From an optimization exercise on the open Yosys and OpenROAD flow, aimed at small area; shortcuts taken in it are not production practice. Only simulation tests tie the RTL to the original design; equivalence was not proved. Power figures rest on the tool's default switching activity, not on a simulated workload.

$ cat flow/constraint.sdc
create_clock -name core_clock -period 5.0 [get_ports {clk_rx_i}]
set_input_delay 1.0000 -clock core_clock [delete_from_list [all_inputs] [get_ports {clk_rx_i}]]
set_output_delay 1.0000 -clock core_clock [all_outputs]
set_load 0.01 [all_outputs]
$ cat flow/config.mk
export PLATFORM = sky130hd
export DESIGN_NAME = aurora_rx_lane
export DESIGN_NICKNAME = aurora_rx_lane
export VERILOG_FILES = /design/flow/design.v
export SDC_FILE = /design/flow/constraint.sdc
export NUM_CORES = 4
export LEC_CHECK = 0
export CAP_MARGIN = 20
export CORE_MARGIN = 2
export CORE_UTILIZATION = 65
export SLEW_MARGIN = 20
$ cat flow/flow/run.sh
#!/bin/bash
# Own flow: the standard layout (standard.sh), with three changes made through
# ORFS's own variables: the port buffers are sky130_fd_sc_hd__buf_1; the constant
# outputs keep synthesis's single tie cell (no tie fanout repair); and the clock
# tree uses clkbuf_8 buffers with larger sink clusters and no dummy loads.
# Each ORFS step logs to orfs/logs/; make's output goes to flow_make.log.
set -euo pipefail
export SKIP_REPAIR_TIE_FANOUT=1
export BUFFER_PORTS_ARGS="-buffer_cell sky130_fd_sc_hd__buf_1"
export CTS_ARGS="-sink_clustering_enable -repair_clock_nets -buf_list sky130_fd_sc_hd__clkbuf_8 -sink_clustering_size 20 -sink_clustering_max_diameter 60 -dont_use_dummy_load"
bash standard.sh > flow_make.log 2>&1
$ cat flow/standard.sh
#!/bin/bash
# synth_recipe.tcl (not shown) runs the flow's synth.tcl, then flattens the netlist and writes it again
# the make line also repeats each setting of config.mk as NAME=value (left out here)
make -C /OpenROAD-flow-scripts/flow DESIGN_CONFIG=/design/flow/config.mk WORK_HOME=/design/flow/orfs CLKGATE_MAP_FILE= SYNTH_SCRIPT=/design/flow/synth_recipe.tcl "${@:-finish}"
$ cat flow/design.v
module aurora_rx_lane (
    input  wire        rst_n_i,
    input  wire        clk_rx_i,
    input  wire [1:0]  serdes_data_i,
    input  wire [1:0]  serdes_valid_i,
    input  wire        serdes_lock_i,
    input  wire        inv_rx_data,
    output wire [63:0] rx_data_o,
    output wire [1:0]  rx_header_o,
    output wire        rx_valid_o,
    output wire [7:0]  rx_stat_o
);
    reg  [16:0] sd0, sd1;
    reg         sd_par;
    reg  [5:0]  sd_cnt;
    reg         serdes_slip;
    wire em = (sd_cnt == 6'd31) || (sd_cnt == 6'd32);    
    wire two  = (serdes_valid_i == 2'b11);
    wire one  = (serdes_valid_i == 2'b01);
    wire en0  = two || (one && !sd_par);
    wire en1  = two || (one &&  sd_par);
    wire in0  = (two && sd_par)  ? serdes_data_i[1] : serdes_data_i[0];
    wire in1  = (two && !sd_par) ? serdes_data_i[1] : serdes_data_i[0];
    always @(posedge clk_rx_i) begin
        if (en0) sd0 <= {sd0[15:0], in0};
        if (en1) sd1 <= {sd1[15:0], in1};
    end
    always @(posedge clk_rx_i) begin
        if (!rst_n_i) begin
            sd_cnt <= 6'd0;
            sd_par <= 1'b0;
        end else begin
            if (one)
                sd_par <= ~sd_par;
            if (one)
                sd_cnt <= sd_cnt + 6'd1;
            else if (two)
                sd_cnt <= sd_cnt + 6'd2;
            if (sd_cnt == 6'd31)
                sd_cnt <= two ? 6'd1 : 6'd0;
            else if (sd_cnt == 6'd32)
                sd_cnt <= two ? 6'd2 : 6'd1;
            if (serdes_slip)
                sd_cnt <= sd_cnt;
        end
    end
    reg  [16:0] wr0, wr1;
    reg         wa_is1;
    reg         woff;
    reg         winv;
    reg         act;      
    reg  [4:0]  q;        
    wire first = act && (q[3:0] == 4'd15);     
    wire evw   = act && (q == 5'd31);          
    always @(posedge clk_rx_i) begin
        wr0[16]   <= em ? sd0[16] : wr0[15];
        wr1[16]   <= em ? sd1[16] : wr1[15];
        wr0[15:0] <= ({16{em}} & sd0[15:0]) | {wr0[14:0], 1'b0};
        wr1[15:0] <= ({16{em}} & sd1[15:0]) | {wr1[14:0], 1'b0};
        if (em) begin
            wa_is1 <= ~sd_par ^ (sd_cnt == 6'd32);
            woff   <= (sd_cnt == 6'd32);
        end
        if (first)
            winv <= inv_rx_data;
    end
    always @(posedge clk_rx_i) begin
        if (!rst_n_i) begin
            act <= 1'b0;
            q   <= 5'd15;
        end else begin
            if (act) begin
                q <= q + 5'd1;
                if (q[3:0] == 4'd14)
                    act <= 1'b0;
            end
            if (em)
                act <= 1'b1;
        end
    end
    wire wb_top0 = woff ? wr0[16] : wr0[15];
    wire wb_top1 = woff ? wr1[16] : wr1[15];
    wire [1:0] wpair = wa_is1 ? {wb_top0, wr1[15]} : {wb_top1, wr0[15]};
    wire       pinv = first ? inv_rx_data : winv;
    wire [1:0] pair = wpair ^ {pinv, pinv};
    reg [65:0] sw;
    always @(posedge clk_rx_i) begin
        if (act)
            sw[65:30] <= sw[63:28];
    end
    always @(posedge clk_rx_i) begin
        if (!rst_n_i)
            sw[29:28] <= 2'b00;
        else if (act)
            sw[29:28] <= sw[27:26];
    end
    always @(posedge clk_rx_i) begin
        if (act)
            sw[27:0] <= {sw[25:0], pair};
    end
    reg  [5:0] gcnt;
    reg        g_valid;
    reg        gearbox_slip;
    always @(posedge clk_rx_i) begin
        if (!rst_n_i) begin
            gcnt    <= 6'd0;
            g_valid <= 1'b0;
        end else begin
            g_valid <= 1'b0;
            if (evw) begin
                if (gearbox_slip) begin
                    g_valid <= 1'b1;
                end else if (gcnt == 6'd32) begin
                    gcnt    <= 6'd0;
                end else begin
                    gcnt    <= gcnt + 6'd1;
                    g_valid <= 1'b1;
                end
            end
        end
    end
    reg  [1:0] hdr;
    wire       hcap = act && (q == gcnt[4:0]);
    always @(posedge clk_rx_i) begin
        if (!rst_n_i)
            hdr <= 2'b00;
        else if (hcap)
            hdr <= sw[65:64];
    end
    reg  [5:0] bc;
    always @(posedge clk_rx_i) begin
        if (act)
            bc <= (hcap && !gcnt[5]) ? 6'd31 : (bc == 6'd32) ? 6'd0 : bc + 6'd1;
    end
    wire d0 = sw[5] ^ ((bc <= 6'd20) ? sw[46] : sw[44]) ^ ((bc <= 6'd29) ? sw[65] : sw[63]);
    wire d1 = sw[4] ^ ((bc <= 6'd19) ? sw[45] : sw[43]) ^ ((bc <= 6'd29) ? sw[64] : sw[62]);
    wire [1:0] dpair = (bc == 6'd0) ? sw[5:4] : {d0, d1};
    reg [63:0] ds;
    always @(posedge clk_rx_i) begin
        if (act)
            ds <= {ds[61:0], dpair};
    end
    wire ld = act && (bc == 6'd32);
    reg  [65:0] outr;
    always @(posedge clk_rx_i) begin
        if (ld)
            outr <= {ds, dpair};
    end
    localparam [5:0] SYNC_MAX   = 6'd56;
    localparam [4:0] VALID_WAIT = 5'd23;
    reg  [5:0] sync_cnt;
    reg        slip_cnt;
    reg  [4:0] valid_cnt;
    reg        dlv_prev;
    reg        vflag;
    reg  [1:0] stat;
    wire sync32  = (sync_cnt == SYNC_MAX);
    wire vwait   = (valid_cnt == VALID_WAIT);
    always @(posedge clk_rx_i) begin
        if (!rst_n_i) begin
            sync_cnt     <= 6'd0;
            slip_cnt     <= 1'b0;
            serdes_slip  <= 1'b0;
            valid_cnt    <= 5'd0;
            gearbox_slip <= 1'b0;
            dlv_prev     <= 1'b0;
        end else begin
            serdes_slip <= 1'b0;
            if (g_valid) begin
                gearbox_slip <= 1'b0;
                dlv_prev     <= sync32;
                if (!vwait)
                    valid_cnt <= {valid_cnt[3:0], ~(valid_cnt[4] ^ valid_cnt[2])};
                if (hdr[1] ^ hdr[0]) begin
                    if (!sync32)
                        sync_cnt <= {sync_cnt[4:0], ~(sync_cnt[5] ^ sync_cnt[4])};
                end else if (vwait) begin
                    sync_cnt <= 6'd0;
                    if (slip_cnt) begin
                        gearbox_slip <= 1'b1;
                        slip_cnt     <= 1'b0;
                    end else begin
                        serdes_slip <= 1'b1;
                        slip_cnt    <= 1'b1;
                    end
                    valid_cnt <= 5'd0;
                end
            end
        end
    end
    always @(posedge clk_rx_i or negedge rst_n_i) begin
        if (!rst_n_i) begin
            vflag <= 1'b0;
            stat  <= 2'b00;
        end else begin
            if (q == 5'd3)
                vflag <= 1'b0;
            if (g_valid)
                vflag <= sync32 & dlv_prev;
            stat <= {sync32, serdes_lock_i};
        end
    end
    assign rx_data_o   = outr[63:0];
    assign rx_header_o = outr[65:64];
    assign rx_valid_o  = vflag & (q == 5'd3);
    assign rx_stat_o   = {6'd0, stat};
endmodule
==> results.sh, run 1 <==
export IMPL_slew_headroom=0.300
export IMPL_worstSetupPathType="reg -> reg"
export IMPL_ant_nets=0
export IMPL_placed_cell_area_um2=11200
export IMPL_yosysSeqAreaShare=0.807
export IMPL_syn_nets=632
export IMPL_p_clk_frac=0.267
export IMPL_place_ws_ns=1.93
export IMPL_power_leakage_nw=4.02
export IMPL_ir_worst_vdd_mv=0.234
export IMPL_drt_iter0_drc=274
export IMPL_design_area_um2=11500
export IMPL_timing_final_crit_share=0.611
export IMPL_ctsResizeCount=0
export IMPL_area_growth_pct=6.98
export IMPL_reg2reg_depth=5
export IMPL_final_common_cell="edfxtp_1"
export IMPL_cts_clk_slew_worst_paths_ns=0.11
export IMPL_synth_area_um2=10700
export IMPL_layout_cells_non_filler=907
export IMPL_cts_hold_buf=0
export IMPL_pwr_density_cell_nw_per_um2=339
export IMPL_drv_slew=0
export IMPL_insertion_delay_ns=0.51
export IMPL_rsz0062_at_grt="no"
export IMPL_p_int_mw=3.16
export IMPL_fmax_mhz=328
export IMPL_grt_pass1_vias=4848
export IMPL_min_from="sw[17]"
export IMPL_hold_class="reg -> reg"
export IMPL_cts_inserted_buffers=20
export IMPL_ys_warn_count=1
export IMPL_finalWeightedCongestion=0.873
export IMPL_hold_viol=0
export IMPL_port_buffers=76
export IMPL_cts_tree="built"
export IMPL_crit_start="bc[0]"
export IMPL_ys_ff_latch=313
export IMPL_via_per_inst=5.43
export IMPL_vias=4925
export IMPL_ys_async_sr_fraction=0.00958
export IMPL_drive_gt1_frac=0.0579
export IMPL_layout_setup_ws_ns=1.95
export IMPL_multi_input_area_um2=1870
export IMPL_switching_share=0.184
export IMPL_combPwrFrac=0.012
export IMPL_yosysUniqueCellTypes=56
export IMPL_use_met1=0.251
export IMPL_postCtsSetupBuffers=0
export IMPL_outcome="timing/DRC/antenna clean"
export IMPL_n_fill_cell=1031
export IMPL_nNetsFinal=714
export IMPL_die_height_um=132
export IMPL_std_cell_rows=46
export IMPL_die_w_um=132
export IMPL_dp_cells=887
export IMPL_avgSynthCellArea_um2=17.5
export IMPL_crit_path_end_kind="flop"
export IMPL_h_tree_depth=1
export IMPL_final_cell_mix="edfxtp_1, buf_1, dfxtp_1"
export IMPL_worstReg2RegStart="bc[0]"
export IMPL_use_met2=0.267
export IMPL_synth_ff_type="edfxtp_1"
export IMPL_synthMuxAreaShare=0.0245
export IMPL_worstPathArrival_ns=3.27
export IMPL_root_buffer="clkbuf_8"
export IMPL_drt_pre_antenna_iters=4
export IMPL_routed_wl_um=14800
export IMPL_setup_tns_final_ns=0
export IMPL_clockBufferDepth=3
export IMPL_overflow=0
export IMPL_die_area_um2=17500
export IMPL_cp_start_kind="flop"
export IMPL_routedWlPerCell_um=16.3
export IMPL_whs_ns=0.390
export IMPL_fin_crit_ns=3.05
export IMPL_syn_inst=611
export IMPL_drc=0
export IMPL_register_area_um2=8650
export IMPL_setup_viol=0
export IMPL_top_usage_layer="met2"
export IMPL_synth_edf_count=236
export IMPL_grt_usage=0.170
export IMPL_clock_sinks=313
export IMPL_num_antenna_cells=0
export IMPL_p_sw_uw=715
export IMPL_tightestPinTransition_ns=1.05
export IMPL_synth_compound_area_frac=0.0582
export IMPL_grt_max_degree=88
export IMPL_finClkSkew_ns=0.0424
export IMPL_antenna_found_initial=0
export IMPL_final_util=0.716
export IMPL_power_frac_seq=0.721
export IMPL_io_pins=83
export IMPL_min_path_cells=0
export IMPL_cp_max_fo=44
export IMPL_yosys_area_share_adder=0.0152
export IMPL_dp_hpwl_um=9270
export IMPL_synth_simple_area_share=0.0556
export IMPL_grt_use_met3=0.0304
export IMPL_power_mw=3.88
export IMPL_synthXorXnorAreaFrac=0.0204
export IMPL_grt_pass1_wl_um=24000
export IMPL_drv_cap=0
export IMPL_start_util=0.669
export IMPL_required_ns=5.21
export IMPL_core_um2=16000
export IMPL_synth_top_family_by_area="compound AO/OA/AOI/OAI gates"
[logic make-up after synthesis]
kind of cell / count (synthesis)
AOI/OAI and AO/OA: 88
xor gates and xnor gates: 25
adders and majority gates: 13
buffers and inverters: 40
DFF: 313
muxes: 24
other: 1
and+or+nand+nor: 107
[critical path: stages, from the launching register on]
cell and delay (ns):
edfxtp_1 0.49, inv_1 0.13, ha_1 0.21, nor4b_1 0.54
and3_2 0.93, buf_4 0.44
[worst paths after layout]
check | slack (ns) | endpoint
min in group asynchronous | 0.51 | stat[1]
min | 0.39 | sw[19]
max reg2reg | 1.95 | outr[20]
max in group asynchronous | 3.85 | vflag
min reg2reg | 0.39 | sw[19]
max | 1.95 | outr[20]
[synth_stat cells (2+ instances only)]
cell type | count | area (um2)
dfxtp_1 | 74 | 1480
nor3_1 | 6 | 30.0
nor2b_1 | 14 | 87.6
xnor2_1 | 16 | 140
nand3_1 | 8 | 40.0
dfrtp_1 | 3 | 75.1
o22ai_1 | 3 | 18.8
mux2_2 | 4 | 45.0
nand2b_1 | 4 | 25.0
nor3b_1 | 3 | 22.5
a311oi_1 | 2 | 17.5
buf_2 | 5 | 25.0
and3_1 | 11 | 68.8
o21a_1 | 9 | 67.6
buf_6 | 2 | 22.5
inv_1 | 17 | 63.8
nor2_1 | 17 | 63.8
mux2i_1 | 18 | 180
and2_1 | 8 | 50.1
nand4_1 | 6 | 37.5
clkbuf_1 | 6 | 22.5
edfxtp_1 | 236 | 7090
a21oi_1 | 13 | 65.1
xor2_1 | 9 | 78.8
a21o_1 | 30 | 225
o21ai_0 | 15 | 75.1
a31oi_1 | 5 | 31.3
nand2_1 | 18 | 67.6
ha_1 | 13 | 163
nand3b_1 | 2 | 15.0
buf_4 | 7 | 52.6
or3_1 | 3 | 18.8
[power by group through the flow]
stage / sequential [mW] / combinational [mW] / clock (mW)
floorplan: 2.85 / 0.0358 / 0
global placement: 2.85 / 0.0435 / 0
detailed placement: 2.86 / 0.0453 / 0
CTS: 2.80 / 0.0450 / 1.09
global route: 2.80 / 0.0502 / 1.18
finish: 2.80 / 0.0446 / 1.04
[final cells by class]
type,instances,area share
timing repair buffer,81,0.0282
sequential,313,0.755
clock buffer,20,0.0240
inverter,19,0.00633
multi-input combinational,258,0.163
tap,216,0.0236
[layer usage]
metal,part of all wire,vias up
met5,0,-
met4,0.014,0
met3,0.048,15
met2,0.45,121
met1,0.49,2384
li1,-,2405
[registers in the layout (all words and copies together), names as in the netlist, 6 cells and up]
name and cells:
gcnt 6, bc 6, sw 66, sync_cnt 6, ds 64, wr0 17
sd0 17, outr 66, sd1 17, sd_cnt 6, wr1 17
==> run 2: changes to the inputs <==
--- a/flow/design.v
+++ b/flow/design.v
@@ -14,7 +14,9 @@
     reg         sd_par;
     reg  [5:0]  sd_cnt;
     reg         serdes_slip;
-    wire em = (sd_cnt == 6'd31) || (sd_cnt == 6'd32);    
+    wire cnt32 = sd_cnt[5];
+    wire cnt31 = &sd_cnt[4:0];
+    wire em = cnt31 || cnt32;    
     wire two  = (serdes_valid_i == 2'b11);
     wire one  = (serdes_valid_i == 2'b01);
     wire en0  = two || (one && !sd_par);
@@ -36,10 +38,8 @@
                 sd_cnt <= sd_cnt + 6'd1;
             else if (two)
                 sd_cnt <= sd_cnt + 6'd2;
-            if (sd_cnt == 6'd31)
-                sd_cnt <= two ? 6'd1 : 6'd0;
-            else if (sd_cnt == 6'd32)
-                sd_cnt <= two ? 6'd2 : 6'd1;
+            if (em)
+                sd_cnt <= {4'd0, two & cnt32, two ^ cnt32};
             if (serdes_slip)
                 sd_cnt <= sd_cnt;
         end
@@ -58,8 +58,8 @@
         wr0[15:0] <= ({16{em}} & sd0[15:0]) | {wr0[14:0], 1'b0};
         wr1[15:0] <= ({16{em}} & sd1[15:0]) | {wr1[14:0], 1'b0};
         if (em) begin
-            wa_is1 <= ~sd_par ^ (sd_cnt == 6'd32);
-            woff   <= (sd_cnt == 6'd32);
+            wa_is1 <= ~sd_par ^ cnt32;
+            woff   <= cnt32;
         end
         if (first)
             winv <= inv_rx_data;
@@ -110,7 +110,7 @@
             if (evw) begin
                 if (gearbox_slip) begin
                     g_valid <= 1'b1;
-                end else if (gcnt == 6'd32) begin
+                end else if (gcnt[5]) begin    
                     gcnt    <= 6'd0;
                 end else begin
                     gcnt    <= gcnt + 6'd1;
@@ -130,17 +130,18 @@
     reg  [5:0] bc;
     always @(posedge clk_rx_i) begin
         if (act)
-            bc <= (hcap && !gcnt[5]) ? 6'd31 : (bc == 6'd32) ? 6'd0 : bc + 6'd1;
-    end
-    wire d0 = sw[5] ^ ((bc <= 6'd20) ? sw[46] : sw[44]) ^ ((bc <= 6'd29) ? sw[65] : sw[63]);
-    wire d1 = sw[4] ^ ((bc <= 6'd19) ? sw[45] : sw[43]) ^ ((bc <= 6'd29) ? sw[64] : sw[62]);
+            bc <= (hcap && !gcnt[5]) ? 6'd31 : bc[5] ? 6'd0 : bc + 6'd1;
+    end
+    wire lt30 = !bc[5] && (bc[4:0] <= 5'd29);
+    wire d0 = sw[5] ^ ((!bc[5] && bc[4:0] <= 5'd20) ? sw[46] : sw[44]) ^ (lt30 ? sw[65] : sw[63]);
+    wire d1 = sw[4] ^ ((!bc[5] && bc[4:0] <= 5'd19) ? sw[45] : sw[43]) ^ (lt30 ? sw[64] : sw[62]);
     wire [1:0] dpair = (bc == 6'd0) ? sw[5:4] : {d0, d1};
     reg [63:0] ds;
     always @(posedge clk_rx_i) begin
         if (act)
             ds <= {ds[61:0], dpair};
     end
-    wire ld = act && (bc == 6'd32);
+    wire ld = act && bc[5];
     reg  [65:0] outr;
     always @(posedge clk_rx_i) begin
         if (ld)
==> run 2 against run 1 <==
Compared with the run above:
- sequential power about the same
- non-clock buffer count stayed put
- maximum frequency is 17% higher
- wire length decreased by 2.0%
- critical path type is now reg -> out
- critical endpoint is now rx_valid_o
- largest cell class unchanged
- highest routed layer unchanged
==> results.sh, run 2 <==
export IMPL_outcome="timing/DRC/antenna clean"
export IMPL_ys_ff_latch=313
export IMPL_min_from="sw[48]"
export IMPL_worstReg2RegStart="act"
export IMPL_layout_setup_ws_ns=2.38
export IMPL_nNetsFinal=713
export IMPL_vias=4971
export IMPL_insertion_delay_ns=0.53
export IMPL_ys_warn_count=1
export IMPL_power_mw=3.88
export IMPL_h_tree_depth=1
export IMPL_routedWlPerCell_um=16.0
export IMPL_placed_cell_area_um2=11100
export IMPL_synth_top_area_cell="edfxtp_1"
export IMPL_grt_usage=0.168
export IMPL_die_w_um=132
export IMPL_ys_async_sr_fraction=0.00958
export IMPL_slew_headroom=0.376
export IMPL_crit_chain="ha_1, and4b_1, buf_1"
export IMPL_num_antenna_cells=0
export IMPL_power_leakage_nw=4.03
export IMPL_ant_nets=0
export IMPL_finalWeightedCongestion=0.746
export IMPL_reg2reg_depth=2
export IMPL_via_per_inst=5.48
export IMPL_setup_tns_final_ns=0
export IMPL_port_buffers=76
export IMPL_top_regs="outr x66, sw x66, ds x64"
export IMPL_tightestPinTransition_ns=0.935
export IMPL_syn_inst=614
export IMPL_clockBufferDepth=3
export IMPL_design_area_um2=11400
export IMPL_whs_ns=0.404
export IMPL_std_cell_rows=46
export IMPL_yosysUniqueCellTypes=53
export IMPL_hold_viol=0
export IMPL_antenna_found_initial=0
export IMPL_synth_common_cells="edfxtp_1, dfxtp_1, a21o_1"
export IMPL_drt_iter0_drc=300
export IMPL_yosysMostFrequentCell="edfxtp_1"
export IMPL_postCtsSetupBuffers=0
export IMPL_drv_slew=0
export IMPL_cts_hold_buf=0
export IMPL_synth_area_top_cells="edfxtp_1, dfxtp_1, a21o_1"
export IMPL_io_pins=83
export IMPL_route_met2_wl_um=6880
export IMPL_top_layer_used="met4"
export IMPL_routed_wl_um=14500
export IMPL_critPathSlowestCell="dfxtp_1"
export IMPL_rsz0062_at_grt="no"
export IMPL_avgSynthCellArea_um2=17.3
export IMPL_overflow=0
export IMPL_n_fill_cell=1060
export IMPL_clock_sinks=313
export IMPL_synth_ff_type="edfxtp_1"
export IMPL_hold_class="reg -> reg"
export IMPL_cts_tree="built"
export IMPL_start_util=0.666
export IMPL_area_growth_pct=7.03
export IMPL_drt_pre_antenna_iters=4
export IMPL_yosysSeqAreaShare=0.814
export IMPL_dp_hpwl_um=9050
export IMPL_drc=0
export IMPL_cts_clk_slew_worst_paths_ns=0.11
export IMPL_core_um2=15900
export IMPL_fin_crit_ns=2.62
export IMPL_setup_viol=0
export IMPL_met1_length_um=6790
export IMPL_syn_nets=634
export IMPL_cts_inserted_buffers=20
export IMPL_crit_path_end_kind="output port"
export IMPL_drv_cap=0
export IMPL_max_stage_delay_ns=0.45
export IMPL_worstPathArrival_ns=1.62
export IMPL_root_buffer="clkbuf_8"
export IMPL_place_ws_ns=2.38
export IMPL_die_height_um=132
export IMPL_timing_final_crit_share=0.524
export IMPL_cp_start_kind="flop"
export IMPL_crit_start="q[1]"
export IMPL_synth_edf_count=236
export IMPL_worstSetupPathType="reg -> out"
export IMPL_grt_pass1_vias=4922
export IMPL_yosys_area_top_type_share=0.667
export IMPL_finClkSkew_ns=0.0357
export IMPL_final_common_cell="edfxtp_1"
export IMPL_grt_max_degree=81
export IMPL_synth_area_um2=10600
export IMPL_pwr_density_cell_nw_per_um2=341
export IMPL_ir_worst_vdd_mv=0.248
export IMPL_die_area_um2=17400
export IMPL_drive_gt1_frac=0.0521
export IMPL_met3_length_um=519
export IMPL_ctsResizeCount=0
export IMPL_min_path_cells=0
export IMPL_final_cell_mix="edfxtp_1, buf_1, dfxtp_1"
export IMPL_fmax_mhz=382
export IMPL_cp_max_fo=5
export IMPL_grt_pass1_wl_um=23700
export IMPL_required_ns=4.00
-- run 2: path summary, 6_finish.rpt --
kind | end | slack [ns]
hold / removal | sw[50] | 0.40
max in group asynchronous | vflag | 3.91
setup reg to reg | outr[65] | 2.46
hold reg to reg | sw[50] | 0.40
setup / recovery | rx_valid_o | 2.38
min in group asynchronous | stat[0] | 0.45
-- run 2: where the power goes --
group | internal [mW] | total, mW | switching, mW
Combinational | 0.0166 | 0.0432 | 0.0266
Clock | 0.362 | 1.03 | 0.671
Sequential | 2.79 | 2.80 | 0.0135
Total | 3.16 | 3.88 | 0.711
-- run 2: metal layers --
layer  global-route usage  up-vias
met5                    0        -
met4               0.0471        0
met3               0.0281       23
met2                0.278      106
met1                0.236     2440
li1                     -     2402
-- run 2: critical path, delay by kind of cell (launching register included) --
kind,cells,cell delay [ns]
buf+inv,1,0.16
fa+ha+maj,1,0.26
flops,1,0.45
simple gates,1,0.23
-- run 2: metrics by stage --
step	instances	utilization
2_1_floorplan	614	-
3_3_place_gp	887	0.696
3_5_place_dp	887	0.696
4_1_cts	907	0.713
5_1_grt	907	0.713
6_report	907	0.713
-- run 2: kinds of logic after synthesis --
family,Yosys count,synth area share
xor gates and xnor gates,20,0.0172
adders and majority gates,12,0.0141
muxes,14,0.0146
AOI/OAI and AO/OA,97,0.0622
other,1,0.000353
DFF,313,0.814
and+or+nand+nor,117,0.0603
buffers and inverters,40,0.0176
-- run 2: cell type report --
cell class / count / area (um2) / area share
clock buffer: 20 / 275 / 0.0242
inverter: 16 / 60.1 / 0.00528
multi-input combinational: 261 / 1790 / 0.158
sequential: 313 / 8650 / 0.761
tap: 216 / 270 / 0.0238
timing repair buffer: 81 / 323 / 0.0284
==> run 3: changes to the inputs <==
--- a/flow/design.v
+++ b/flow/design.v
@@ -119,13 +119,13 @@
             end
         end
     end
-    reg  [1:0] hdr;
+    reg        hvalid;    
     wire       hcap = act && (q == gcnt[4:0]);
     always @(posedge clk_rx_i) begin
         if (!rst_n_i)
-            hdr <= 2'b00;
+            hvalid <= 1'b0;
         else if (hcap)
-            hdr <= sw[65:64];
+            hvalid <= sw[65] ^ sw[64];
     end
     reg  [5:0] bc;
     always @(posedge clk_rx_i) begin
@@ -172,7 +172,7 @@
                 dlv_prev     <= sync32;
                 if (!vwait)
                     valid_cnt <= {valid_cnt[3:0], ~(valid_cnt[4] ^ valid_cnt[2])};
-                if (hdr[1] ^ hdr[0]) begin
+                if (hvalid) begin
                     if (!sync32)
                         sync_cnt <= {sync_cnt[4:0], ~(sync_cnt[5] ^ sync_cnt[4])};
                 end else if (vwait) begin
==> run 3 against run 2 <==
Compared with the run above:
- first-iteration DRC count is 31% higher
- maximum frequency is 0.21% higher
- largest cell class unchanged
- clock skew is 0.026 ns higher
- synthesized cell count is 0.49% lower
- highest routed layer unchanged
- worst hold slack better by 0.0050 ns
==> results.sh, run 3 <==
export IMPL_outcome="timing/DRC/antenna clean"
export IMPL_top_usage_layer="met2"
export IMPL_clockBufferDepth=3
export IMPL_use_met1=0.241
export IMPL_ir_worst_vdd_mv=0.258
export IMPL_grt_pass1_wl_um=23400
export IMPL_crit_path_end_kind="output port"
export IMPL_timing_final_crit_share=0.523
export IMPL_layout_setup_ws_ns=2.39
export IMPL_yosys_area_top_type_share=0.669
export IMPL_h_tree_depth=1
export IMPL_synth_top_area_cell="edfxtp_1"
export IMPL_fmax_mhz=383
export IMPL_antenna_found_initial=0
export IMPL_ys_async_sr_fraction=0.00962
export IMPL_hold_class="reg -> reg"
export IMPL_power_leakage_nw=4.00
export IMPL_rsz0062_at_grt="no"
export IMPL_finClkSkew_ns=0.0617
export IMPL_whs_ns=0.409
export IMPL_routedWlPerCell_um=16.2
export IMPL_core_um2=15900
export IMPL_die_w_um=132
export IMPL_synth_edf_count=236
export IMPL_std_cell_rows=46
export IMPL_avgSynthCellArea_um2=17.3
export IMPL_syn_inst=611
export IMPL_drc=0
export IMPL_grt_usage=0.168
export IMPL_top_regs="outr x66, sw x66, ds x64"
export IMPL_nNetsFinal=711
export IMPL_yosysUniqueCellTypes=54
export IMPL_worstReg2RegEnd="sd_cnt[2]"
export IMPL_min_to="wr1[7]"
export IMPL_finalWeightedCongestion=0.859
export IMPL_synth_ff_type="edfxtp_1"
export IMPL_final_common_cell="edfxtp_1"
export IMPL_hold_viol=0
export IMPL_area_growth_pct=7.13
export IMPL_ys_warn_count=1
export IMPL_required_ns=4.00
export IMPL_cts_inserted_buffers=20
export IMPL_routed_wl_um=14700
export IMPL_cts_hold_buf=0
export IMPL_worstSetupPathType="reg -> out"
export IMPL_cp_start_kind="flop"
export IMPL_postCtsSetupBuffers=0
export IMPL_min_path_cells=1
export IMPL_overflow=0
export IMPL_synth_common_cells="edfxtp_1, dfxtp_1, a21o_1"
export IMPL_reg2reg_depth=9
export IMPL_port_buffers=76
export IMPL_fin_crit_ns=2.61
export IMPL_cts_tree="built"
export IMPL_final_cell_mix="edfxtp_1, buf_1, dfxtp_1"
export IMPL_min_from="wr1[6]"
export IMPL_pwr_density_cell_nw_per_um2=341
export IMPL_syn_nets=631
export IMPL_slew_headroom=0.385
export IMPL_yosysMostFrequentCell="edfxtp_1"
export IMPL_grt_pass1_vias=4700
export IMPL_via_per_inst=5.51
export IMPL_num_antenna_cells=0
export IMPL_io_pins=83
export IMPL_drt_pre_antenna_iters=4
export IMPL_drt_iter0_drc=392
export IMPL_use_met2=0.269
export IMPL_cp_max_fo=5
export IMPL_grt_max_degree=77
export IMPL_worstPathArrival_ns=1.61
export IMPL_setup_viol=0
export IMPL_worstReg2RegStart="sd_cnt[0]"
export IMPL_ys_ff_latch=312
export IMPL_final_util=0.715
export IMPL_reg2reg_slack_ns=2.63
export IMPL_start_util=0.667
export IMPL_ant_nets=0
export IMPL_grt_use_met3=0.0297
export IMPL_insertion_delay_ns=0.51
export IMPL_cts_clk_slew_worst_paths_ns=0.11
export IMPL_clock_sinks=312
export IMPL_setup_tns_final_ns=0
export IMPL_drv_slew=0
export IMPL_synth_area_um2=10600
export IMPL_die_height_um=132
export IMPL_drive_gt1_frac=0.0522
export IMPL_yosysSeqAreaShare=0.814
export IMPL_synth_area_top_cells="edfxtp_1, dfxtp_1, a21o_1"
export IMPL_dp_hpwl_um=9020
export IMPL_vias=4983
export IMPL_place_ws_ns=2.60
export IMPL_drv_cap=0
export IMPL_ctsResizeCount=0
export IMPL_root_buffer="clkbuf_8"
export IMPL_die_area_um2=17300
export IMPL_tightestPinTransition_ns=0.923
[run 3: cell types whose count changed after synthesis, moves of 2 or more]
cell,previous run,this run
and2_1,12,19
and3_1,9,4
o21a_1,6,1
clkbuf_1,14,10
a21oi_1,19,16
buf_1,0,3
buf_2,0,3
mux2i_1,11,14
nor2b_1,21,18
nand2_1,25,27
o211a_1,2,4
o21ai_0,16,18
[run 3: cell type report]
cell class	instances	area, um2
flip-flops and latches	312	8630
fillers	1021	4530
multi-input cells	259	1790
repair buffers	82	330
clock buffers	20	275
well taps	216	270
inverters	16	60.1
[run 3: critical path, stage by stage (launching register included)]
cell	delay, ns
dfxtp_1	0.45
ha_1	0.26
and4b_1	0.22
buf_1	0.15
[run 3: stage by stage]
stage,instances,area [um2],total power [mW]
3_3_place_gp,885,11100,2.89
6_report,905,11400,3.88
2_1_floorplan,611,10600,2.88
5_1_grt,905,11400,4.01
3_5_place_dp,885,11100,2.90
4_1_cts,905,11400,3.92
[run 3: per-layer routing]
layer  vias up  share of wire
met5         -              0
met4         0          0.024
met3        30          0.041
met2       129           0.47
met1      2426           0.47
li1       2398              -
[run 3: cells by family (layout without fill, tap and decap cells)]
kind of cell | after synthesis | after routing | synth area share
flops | 312 | 312 | 0.814
simple gates | 117 | 117 | 0.0600
compound gates | 92 | 92 | 0.0606
buf+inv | 40 | 118 | 0.0175
xor+xnor | 20 | 20 | 0.0165
mux | 17 | 17 | 0.0175
fa+ha+maj | 12 | 12 | 0.0142
other cells | 1 | 1 | 0.000354
[run 3: worst max-delay path by stage]
stage	from	endpoint	slack (ns)	cells after the start
CTS	q[0]	rx_valid_o	2.34	3
global route	q[0]	rx_valid_o	2.27	3
floorplan	act	outr[0]	0.48	3
finish	q[0]	rx_valid_o	2.39	3
global placement	act	sw[29]	2.68	4
detailed placement	act	sw[29]	2.60	4
[run 3: power by group]
group / internal, mW / total, mW / switching [mW]
combinational: 0.0171 / 0.0447 / 0.0276
clock: 0.362 / 1.04 / 0.677
sequential: 2.78 / 2.79 / 0.0143

## what the ideal ports hide
How much do the figures lean on ideal ports? The routed layouts below were timed once more, with nothing changed but the port constraints.
Step 1 assumes that a clkbuf_16 drives the clock port and a buf_2 every other input.
Step 2 adds t to the input delays and takes it off the output delays; t is the mean of the earliest and latest rising clock arrival at the registers after step 1. Input paths then give back, and output paths get back, about the clock's delay inside the block.
Three values: ideal ports, drivers, drivers and shift; two values: the first two.
| run | t, ns | setup WS [ns] | worst data-port slew with drivers (ns) |
|---|---|---|---|
| run 1 | 0.535 | 1.947 / 1.947 / 1.947 | 0.05 |
| run 2 | 0.547 | 2.380 / 2.342 / 2.455 | 0.03 |
| run 3 | 0.530 | 2.386 / 2.347 / 2.633 | 0.03 |
After both steps setup and hold are still met in every run listed.
